Context: an optimization exercise on an open-source flow, tuned for small area. The choices shown serve that exercise and are no tape-out recipe.
Where RTL was checked, it was by simulation tests only, not by an equivalence proof against the original.
Power is estimated from default activity; no workload was simulated.

Design main, start of the top module:
module main
  #(
    parameter gate_width = 10,
    parameter MMa_width = 5
   )
   (
    input  logic clk, start_read, reset, ADC_SDAT,
    output logic iv_hold, iv_reset,
    output logic [gate_width:0] gate,
    output logic [MMa_width - 1:0] M, Ma,
    output logic ADC_SCLK, ADC_CS_N, ADC_SADDR, Tx_out,
    output logic [7:0] LED
   );
Size in the first run: ~170 cells after synthesis, about 30 flip-flops, ~1800 µm² of cells after synthesis.
Settings: LEC_CHECK=0, CAP_MARGIN=20, CORE_MARGIN=2, CORE_UTILIZATION=40, SLEW_MARGIN=20, SYNTH_HIERARCHICAL=1, SYNTH_MINIMUM_KEEP_SIZE=0; clock period 20.0 ns.
standard.sh (not shown) runs the stock make flow with config.mk's settings and CLKGATE_MAP_FILE= SYNTH_SCRIPT=/design/flow/synth_recipe.tcl, a recipe that flattens the netlist after the stock synthesis.
==> flow/flow/run.sh <==
#!/bin/bash
# Layout flow: the standard flow (standard.sh, its synthesis unchanged) with
#  - every logic gate swapped for the smallest cell of its footprint after the
#    floorplan (flow/downsize.tcl); placement's repair_design then fixes slew
#    and capacitance,
#  - the smallest buffer (buf_1) on each input and output port,
#  - one tie cell for the constant outputs (no tie fanout repair),
#  - a clock tree of clkbuf_4 only and no dummy clock loads,
#  - power recovery (downsizing of gates with slack) after global routing.
# Each step's output goes to a log of its own here; the tools' logs are under
# orfs/logs.
set -e
ARGS=(
  BUFFER_PORTS_ARGS="-buffer_cell sky130_fd_sc_hd__buf_1"
  RECOVER_POWER=100
  SKIP_REPAIR_TIE_FANOUT=1
  CTS_ARGS="-sink_clustering_enable -repair_clock_nets -dont_use_dummy_load -buf_list sky130_fd_sc_hd__clkbuf_4"
)
bash standard.sh "${ARGS[@]}" floorplan > standard_floorplan.log 2>&1
openroad -no_init -exit flow/downsize.tcl > downsize.log 2>&1
bash standard.sh "${ARGS[@]}" finish > standard.log 2>&1
Other scripts of this flow, unchanged in this note and not shown: flow/flow/downsize.tcl
Then changed:
--- a/flow/design.v
+++ b/flow/design.v
@@ -74,19 +74,16 @@
   c_a21o   u_j2  (.A1(sum[2]), .A2(fin_n), .B1(p2), .X(seg_d[2]));
   c_or2    u_j3  (.A(sum[3]), .B(p2), .X(seg_d[3]));
   wire advm, advg;
   wire [2:0] ma_d, m_d;
   wire [3:0] gx, gc, gi_d;
   c_and3b  u_avm (.A_N(mai[0]), .B(p2), .C(mai[2]), .X(advm));
   c_and3b  u_avg (.A_N(mi[0]), .B(advm), .C(mi[2]), .X(advg));
-  wire ma2n, m2n;
-  c_inv    u_ma2n(.A(mai[2]), .Y(ma2n));
-  c_inv    u_m2n (.A(mi[2]), .Y(m2n));
-  idx5     u_ima (.q(mai), .q2n(ma2n), .adv(p2), .d(ma_d));
-  idx5     u_im  (.q(mi), .q2n(m2n), .adv(advm), .d(m_d));
+  idx5     u_ima (.q(mai), .adv(p2), .d(ma_d));
+  idx5     u_im  (.q(mi), .adv(advm), .d(m_d));
   c_ha     u_g0  (.A(gi[0]), .B(advg),  .SUM(gx[0]), .COUT(gc[1]));
   c_ha     u_g1  (.A(gi[1]), .B(gc[1]), .SUM(gx[1]), .COUT(gc[2]));
   c_ha     u_g2  (.A(gi[2]), .B(gc[2]), .SUM(gx[2]), .COUT(gc[3]));
   c_xor2   u_g3  (.A(gi[3]), .B(gc[3]), .X(gx[3]));
   for (j = 0; j < 4; j++) begin : g_gd
     c_and2 u_gd(.A(gx[j]), .B(idle_n), .X(gi_d[j]));
   end
@@ -122,16 +119,16 @@
   c_nor2   u_w   (.A(zeros), .B(gi[3]), .Y(w));
   c_a21oi  u_gq0 (.A1(w), .A2(g2n), .B1(ones), .Y(gqn[0]));
   c_a21oi  u_gq1 (.A1(w), .A2(gi[2]), .B1(ones), .Y(gqn[1]));
   c_a21oi  u_gq2 (.A1(zn), .A2(gi[3]), .B1(ones), .Y(gqn[2]));
   for (j = 0; j <= 10; j++) begin : g_gate
     c_nor2 u_o(.A(gpn[j % 4]), .B(gqn[j / 4]), .Y(gate[j]));
   end
-  sel5 u_selm (.q(mi), .q2n(m2n), .ones(ones_m), .zn(zn), .o(M));
-  sel5 u_selma(.q(mai), .q2n(ma2n), .ones(ones_m), .zn(zn), .o(Ma));
+  sel5 u_selm (.q(mi), .ones(ones_m), .zeros(zeros), .zn(zn), .o(M));
+  sel5 u_selma(.q(mai), .ones(ones_m), .zeros(zeros), .zn(zn), .o(Ma));
   wire mlo, mhi, mn, inner;
   c_mux4   u_mlo (.A0(data[0]), .A1(data[1]), .A2(data[2]), .A3(data[3]), .S0(s[0]), .S1(s[1]), .X(mlo));
   c_mux4   u_mhi (.A0(data[4]), .A1(data[5]), .A2(data[6]), .A3(data[7]), .S0(s[0]), .S1(s[1]), .X(mhi));
   c_mux2i  u_mn  (.A0(mlo), .A1(mhi), .S(s[2]), .Y(mn));
   c_mux2   u_in  (.A0(s[2]), .A1(mn), .S(s[3]), .X(inner));
   c_nand2  u_tx  (.A(u), .B(inner), .Y(Tx_out));
   c_inv    u_led1(.A(Tx_out), .Y(LED[1]));
@@ -149,25 +146,27 @@
   assign k[3] = pre & first;
   assign k[2] = (~s[5] & ~s[4] & s[3]) | (~s[5] & ~s[3] & s[2] & s[1] & s[0]) | pre & first;
   assign k[1] = (~s[5] & ~s[4] & s[3]) | (~s[5] & s[3] & ~s[2] & s[1] & ~s[0])
               | (~s[5] & s[4] & s[2] & ~s[1] & ~s[0]);
   assign k[0] = (~s[5] & s[3] & ~s[2] & ~s[1] & ~s[0]) | (~s[5] & s[4] & ~s[1] & s[0]) | pre;
   assign term = &(cnt | ~k);
 endmodule
-module idx5(input logic [2:0] q, input logic q2n, adv, output logic [2:0] d);
-  wire q10;
+module idx5(input logic [2:0] q, input logic adv, output logic [2:0] d);
+  wire q2n, q10;
+  c_inv    u_2n (.A(q[2]), .Y(q2n));
   c_and2   u_10 (.A(q[1]), .B(q[0]), .X(q10));
   c_mux2   u_d0 (.A0(q[0]), .A1(q2n), .S(adv), .X(d[0]));
   c_mux2   u_d1 (.A0(q[1]), .A1(q[0]), .S(adv), .X(d[1]));
   c_mux2   u_d2 (.A0(q[2]), .A1(q10), .S(adv), .X(d[2]));
 endmodule
-module sel5(input logic [2:0] q, input logic q2n, ones, zn, output logic [4:0] o);
-  wire q0n, q1n;
+module sel5(input logic [2:0] q, input logic ones, zeros, zn, output logic [4:0] o);
+  wire q0n, q1n, q2n;
   c_inv    u_0n (.A(q[0]), .Y(q0n));
   c_inv    u_1n (.A(q[1]), .Y(q1n));
+  c_inv    u_2n (.A(q[2]), .Y(q2n));
   c_a31o   u_o0 (.A1(zn), .A2(q2n), .A3(q0n), .B1(ones), .X(o[0]));
   c_a31o   u_o1 (.A1(zn), .A2(q[0]), .A3(q1n), .B1(ones), .X(o[1]));
   c_a31o   u_o2 (.A1(zn), .A2(q[1]), .A3(q2n), .B1(ones), .X(o[2]));
   c_a31o   u_o3 (.A1(zn), .A2(q[2]), .A3(q[0]), .B1(ones), .X(o[3]));
   c_a31o   u_o4 (.A1(zn), .A2(q[2]), .A3(q0n), .B1(ones), .X(o[4]));
 endmodule
 module c_inv   (input logic A, output logic Y); assign Y = ~A; endmodule
After rerunning:
- wire length goes down by 1.6%
- hold slack gains 0.0053 ns
- cell count goes up by 0.80%
- worst setup slack hardly moves
- first-iteration DRC count goes down by 50%
- non-clock buffer count stays the same
- critical path depth stays the same

* * *

Setup of main:
main, a different RTL version from the one above (not shown whole).
For scale: roughly 170 cells after synthesis, about 30 flip-flops, about 1800 um2 of cells after synthesis.
Design main, start of the top module:
module main
  #(
    parameter gate_width = 10,
    parameter MMa_width = 5
   )
   (
    input  logic clk, start_read, reset, ADC_SDAT,
    output logic iv_hold, iv_reset,
    output logic [gate_width:0] gate,
    output logic [MMa_width - 1:0] M, Ma,
    output logic ADC_SCLK, ADC_CS_N, ADC_SADDR, Tx_out,
    output logic [7:0] LED
   );
export LEC_CHECK = 0
export CAP_MARGIN = 20
export CORE_MARGIN = 2
export CORE_UTILIZATION = 40
export SLEW_MARGIN = 20
export SYNTH_HIERARCHICAL = 1
export SYNTH_MINIMUM_KEEP_SIZE = 0
create_clock -name core_clock -period 20.0 [get_ports {clk}]
Scripts as last shown in full above: flow/flow/run.sh
Other scripts of this flow, unchanged in this note and not shown: flow/flow/downsize.tcl
The inputs of the feature branch differ from those of main as listed below.
--- a/flow/design.v
+++ b/flow/design.v
@@ -40,23 +40,23 @@
   c_nand3  u_pr3 (.A(s[4]), .B(s[2]), .C(s[1]), .Y(pre3_n));
   c_nor3   u_pre (.A(s[5]), .B(s[0]), .C(pre3_n), .Y(pre));
   c_nand4  u_fin (.A(pre), .B(gi[3]), .C(gi[1]), .D(term), .Y(fin_n));
   c_nand3  u_p2a (.A(s[4]), .B(s[0]), .C(term), .Y(p2a_n));
   c_nor3   u_p2  (.A(s[5]), .B(s[3]), .C(p2a_n), .Y(p2));
   seg_end u_term(.seg(seg), .cnt(cnt), .g3(gi[3]), .g1(gi[1]), .pre(pre), .u(u), .ones(ones),
                  .zeros(zeros), .term(term));
   wire clr, wait0, t2n, t3n, t4n, t5n;
   wire [5:0] xn, cnt_d;
   c_nor3   u_w0  (.A(idle_n), .B(c[0]), .C(c[1]), .Y(wait0));
   c_a21o   u_clr (.A1(wait0), .A2(start_read), .B1(term), .X(clr));
-  c_or3    u_led0(.A(idle_n), .B(c[0]), .C(c[1]), .X(LED[0]));
+  c_inv    u_led0(.A(wait0), .Y(LED[0]));
   c_nor2   u_cd0 (.A(clr), .B(c[0]), .Y(cnt_d[0]));
   c_xnor2  u_cx1 (.A(c[1]), .B(c[0]), .Y(xn[1]));
   c_nand2  u_t2  (.A(c[1]), .B(c[0]), .Y(t2n));
   c_nand3  u_t3  (.A(c[2]), .B(c[1]), .C(c[0]), .Y(t3n));
   c_nand4  u_t4  (.A(c[3]), .B(c[2]), .C(c[1]), .D(c[0]), .Y(t4n));
   c_nand2b u_t5  (.A_N(t4n), .B(c[4]), .Y(t5n));
   c_xor2   u_cx2 (.A(c[2]), .B(t2n), .X(xn[2]));
   c_xor2   u_cx3 (.A(c[3]), .B(t3n), .X(xn[3]));
   c_xor2   u_cx4 (.A(c[4]), .B(t4n), .X(xn[4]));
   c_xor2   u_cx5 (.A(c[5]), .B(t5n), .X(xn[5]));
   genvar j;
Findings:
- Of main and the feature branch, main shows the higher final critical delay including setup and external delays, with the feature branch below it.
- Comparing main and the feature branch, the higher critical path depth was measured on the feature branch.
- Sort main and the feature branch by met1 routed wirelength after detailed routing, descending, and main comes first.
- Clock-buffer cell count: main vs the feature branch identical
- Diff main -> the feature branch | multi-input combinational cell count | decrease of 1
- Summary of the feature branch over main: maximum number of pins on one net before global-route repair flat, switching power share of the total saw a decrease.
- From main to the feature branch the numbers moved as follows: clock-cell share of area essentially unchanged; leakage power did not really move; total power now sits lower; worst setup slack +0.068 ns.
- Comparing the feature branch with main, the internal power consumption came out essentially unchanged.

* * *

== the reference run ==
main, a different RTL version from the one above (not shown whole).
Size: ~31 flip-flops, ~39 I/O pins.
Design main, start of the top module:
module main
  #(
    parameter gate_width = 10,
    parameter MMa_width = 5
   )
   (
    input  logic clk, start_read, reset, ADC_SDAT,
    output logic iv_hold, iv_reset,
    output logic [gate_width:0] gate,
    output logic [MMa_width - 1:0] M, Ma,
    output logic ADC_SCLK, ADC_CS_N, ADC_SADDR, Tx_out,
    output logic [7:0] LED
   );
clock: 20.0 ns
lec_check: 0
cap_margin: 20
core_margin: 2
core_utilization: 40
slew_margin: 20
synth_hierarchical: 1
synth_minimum_keep_size: 0
==> flow/flow/run.sh <==
#!/bin/bash
# Layout flow: the standard flow (standard.sh, unchanged synthesis) with
#  - the smallest buffer (buf_1) on each input and output port,
#  - a clock tree of clkbuf_4 only and no dummy clock loads,
#  - power recovery (downsizing of gates with slack) after global routing.
# The make output goes to standard.log; each tool's log is under orfs/logs.
bash standard.sh \
  BUFFER_PORTS_ARGS="-buffer_cell sky130_fd_sc_hd__buf_1" \
  RECOVER_POWER=100 \
  CTS_ARGS="-sink_clustering_enable -repair_clock_nets -dont_use_dummy_load -buf_list sky130_fd_sc_hd__clkbuf_4" \
  finish > standard.log 2>&1
Complete run, failing final checks: the reference run, reason max-capacitance violations, max-slew violations.
> inputs changed (the reference run -> the trial run)
--- a/flow/design.v
+++ b/flow/design.v
@@ -28,14 +28,17 @@
   c_nor4   u_g1z (.A(s[4]), .B(s[3]), .C(s[2]), .D(s[1]), .Y(g1z));
   c_nor3   u_hold(.A(s[5]), .B(q), .C(g1z), .Y(iv_hold));
   c_a21o   u_x27 (.A1(s[1]), .A2(s[0]), .B1(s[2]), .X(x27));
   c_a311o  u_rst (.A1(s[4]), .A2(s[3]), .A3(x27), .B1(s[5]), .C1(g1z), .X(iv_reset));
   c_a21oi  u_cs  (.A1(q), .A2(s[0]), .B1(s[5]), .Y(ADC_CS_N));
   c_nand2b u_sclk(.A_N(s[0]), .B(s[5]), .Y(ADC_SCLK));
   c_nor3   u_ones(.A(s[5]), .B(h_n), .C(s[2]), .Y(ones));
+  wire ones_m, ones_a;                  
+  c_nor3   u_onm (.A(s[5]), .B(h_n), .C(s[2]), .Y(ones_m));
+  c_nor3   u_ona (.A(s[5]), .B(h_n), .C(s[2]), .Y(ones_a));
   c_nand2b u_y   (.A_N(s[1]), .B(s[2]), .Y(y));
   c_nor3   u_zero(.A(s[5]), .B(h_n), .C(y), .Y(zeros));
   c_inv    u_zn  (.A(zeros), .Y(zn));
   c_nand3b u_idle(.A_N(s[0]), .B(ones), .C(s[1]), .Y(idle_n));
   c_nor2   u_ib  (.A(idle_n), .B(busy), .Y(ib));
   c_nand4b u_en  (.A_N(s[1]), .B(ones), .C(s[0]), .D(term), .Y(e_n));
   wire pre3_n, pre, fin_n, p2a_n, p2;
@@ -121,16 +124,16 @@
   c_nor2   u_w   (.A(zeros), .B(gi[3]), .Y(w));
   c_a21oi  u_gq0 (.A1(w), .A2(g2n), .B1(ones), .Y(gqn[0]));
   c_a21oi  u_gq1 (.A1(w), .A2(gi[2]), .B1(ones), .Y(gqn[1]));
   c_a21oi  u_gq2 (.A1(zn), .A2(gi[3]), .B1(ones), .Y(gqn[2]));
   for (j = 0; j <= 10; j++) begin : g_gate
     c_nor2 u_o(.A(gpn[j % 4]), .B(gqn[j / 4]), .Y(gate[j]));
   end
-  sel5 u_selm (.q(mi), .ones(ones), .zeros(zeros), .zn(zn), .o(M));
-  sel5 u_selma(.q(mai), .ones(ones), .zeros(zeros), .zn(zn), .o(Ma));
+  sel5 u_selm (.q(mi), .ones(ones_m), .zeros(zeros), .zn(zn), .o(M));
+  sel5 u_selma(.q(mai), .ones(ones_a), .zeros(zeros), .zn(zn), .o(Ma));
   wire mlo, mhi, mn, inner;
   c_mux4   u_mlo (.A0(data[0]), .A1(data[1]), .A2(data[2]), .A3(data[3]), .S0(s[0]), .S1(s[1]), .X(mlo));
   c_mux4   u_mhi (.A0(data[4]), .A1(data[5]), .A2(data[6]), .A3(data[7]), .S0(s[0]), .S1(s[1]), .X(mhi));
   c_mux2i  u_mn  (.A0(mlo), .A1(mhi), .S(s[2]), .Y(mn));
   c_mux2   u_in  (.A0(s[2]), .A1(mn), .S(s[3]), .X(inner));
   c_nand2  u_tx  (.A(u), .B(inner), .Y(Tx_out));
   c_inv    u_led1(.A(Tx_out), .Y(LED[1]));
==> run notes <==
[flow] the reference run | stages: complete | final checks: fail | reason: max-capacitance violations, max-slew violations
The trial run finished every step from synthesis to the final layout, and the layout passed the timing, DRC and antenna checks.
The trial run reports a higher final standard cell area without fillers than the reference run does.
The trial run: fmax is 25% higher than what the reference run reported.
The reference run → the trial run: tightest hold margin ~0 delta; overall fraction of global-route tracks in use ~0 delta; share of the cycle needed by the critical path after routing -8.3 points; power -0.92%; peak supply drop -12%.
Normalized max-slew margin on the trial run is ahead of the reference run.
Measured against each other, the trial run and the reference run differ in final routed wirelength across all metal layers, the lower figure coming from the trial run.
Core area, the trial run vs the reference run: up slightly
The RTL of the reference run was laid out without a check of its function.

==> separate check: timing with driven ports <==
No port has a modelled driver above. Below, the same layouts with a new extraction and two added sets of constraints. Step 1 (the two cells are an assumption about what drives the block):
set clk [get_ports {clk}]
set_driving_cell -lib_cell sky130_fd_sc_hd__clkbuf_16 $clk
set_driving_cell -lib_cell sky130_fd_sc_hd__buf_2 [delete_from_list [all_inputs] $clk]
Step 2, shift: input delay + t, output delay - t, t = (earliest + latest rising clock arrival at the registers) / 2. This alone moves slack from input paths to output paths. Slacks: ideal / step 1 / step 2; pairs: ideal / step 1.
run | t (ns) | slack for setup (ns) | worst hold slack (ns)
the first run of note 1 | 0.331 | 13.301 / 13.277 / 13.608 | 0.454 / 0.454 / 0.454
the second run of note 1 | 0.337 | 13.302 / 13.275 / 13.612 | 0.459 / 0.459 / 0.459
main | 0.344 | 13.235 / 13.209 / 13.553 | 0.463 / 0.463 / 0.463
the feature branch | 0.340 | 13.302 / 13.278 / 13.618 | 0.451 / 0.451 / 0.451
the reference run | 0.346 | 11.800 / 11.778 / 12.124 | 0.459 / 0.459 / 0.459
the trial run | 0.342 | 13.464 / 13.439 / 13.780 | 0.458 / 0.458 / 0.458
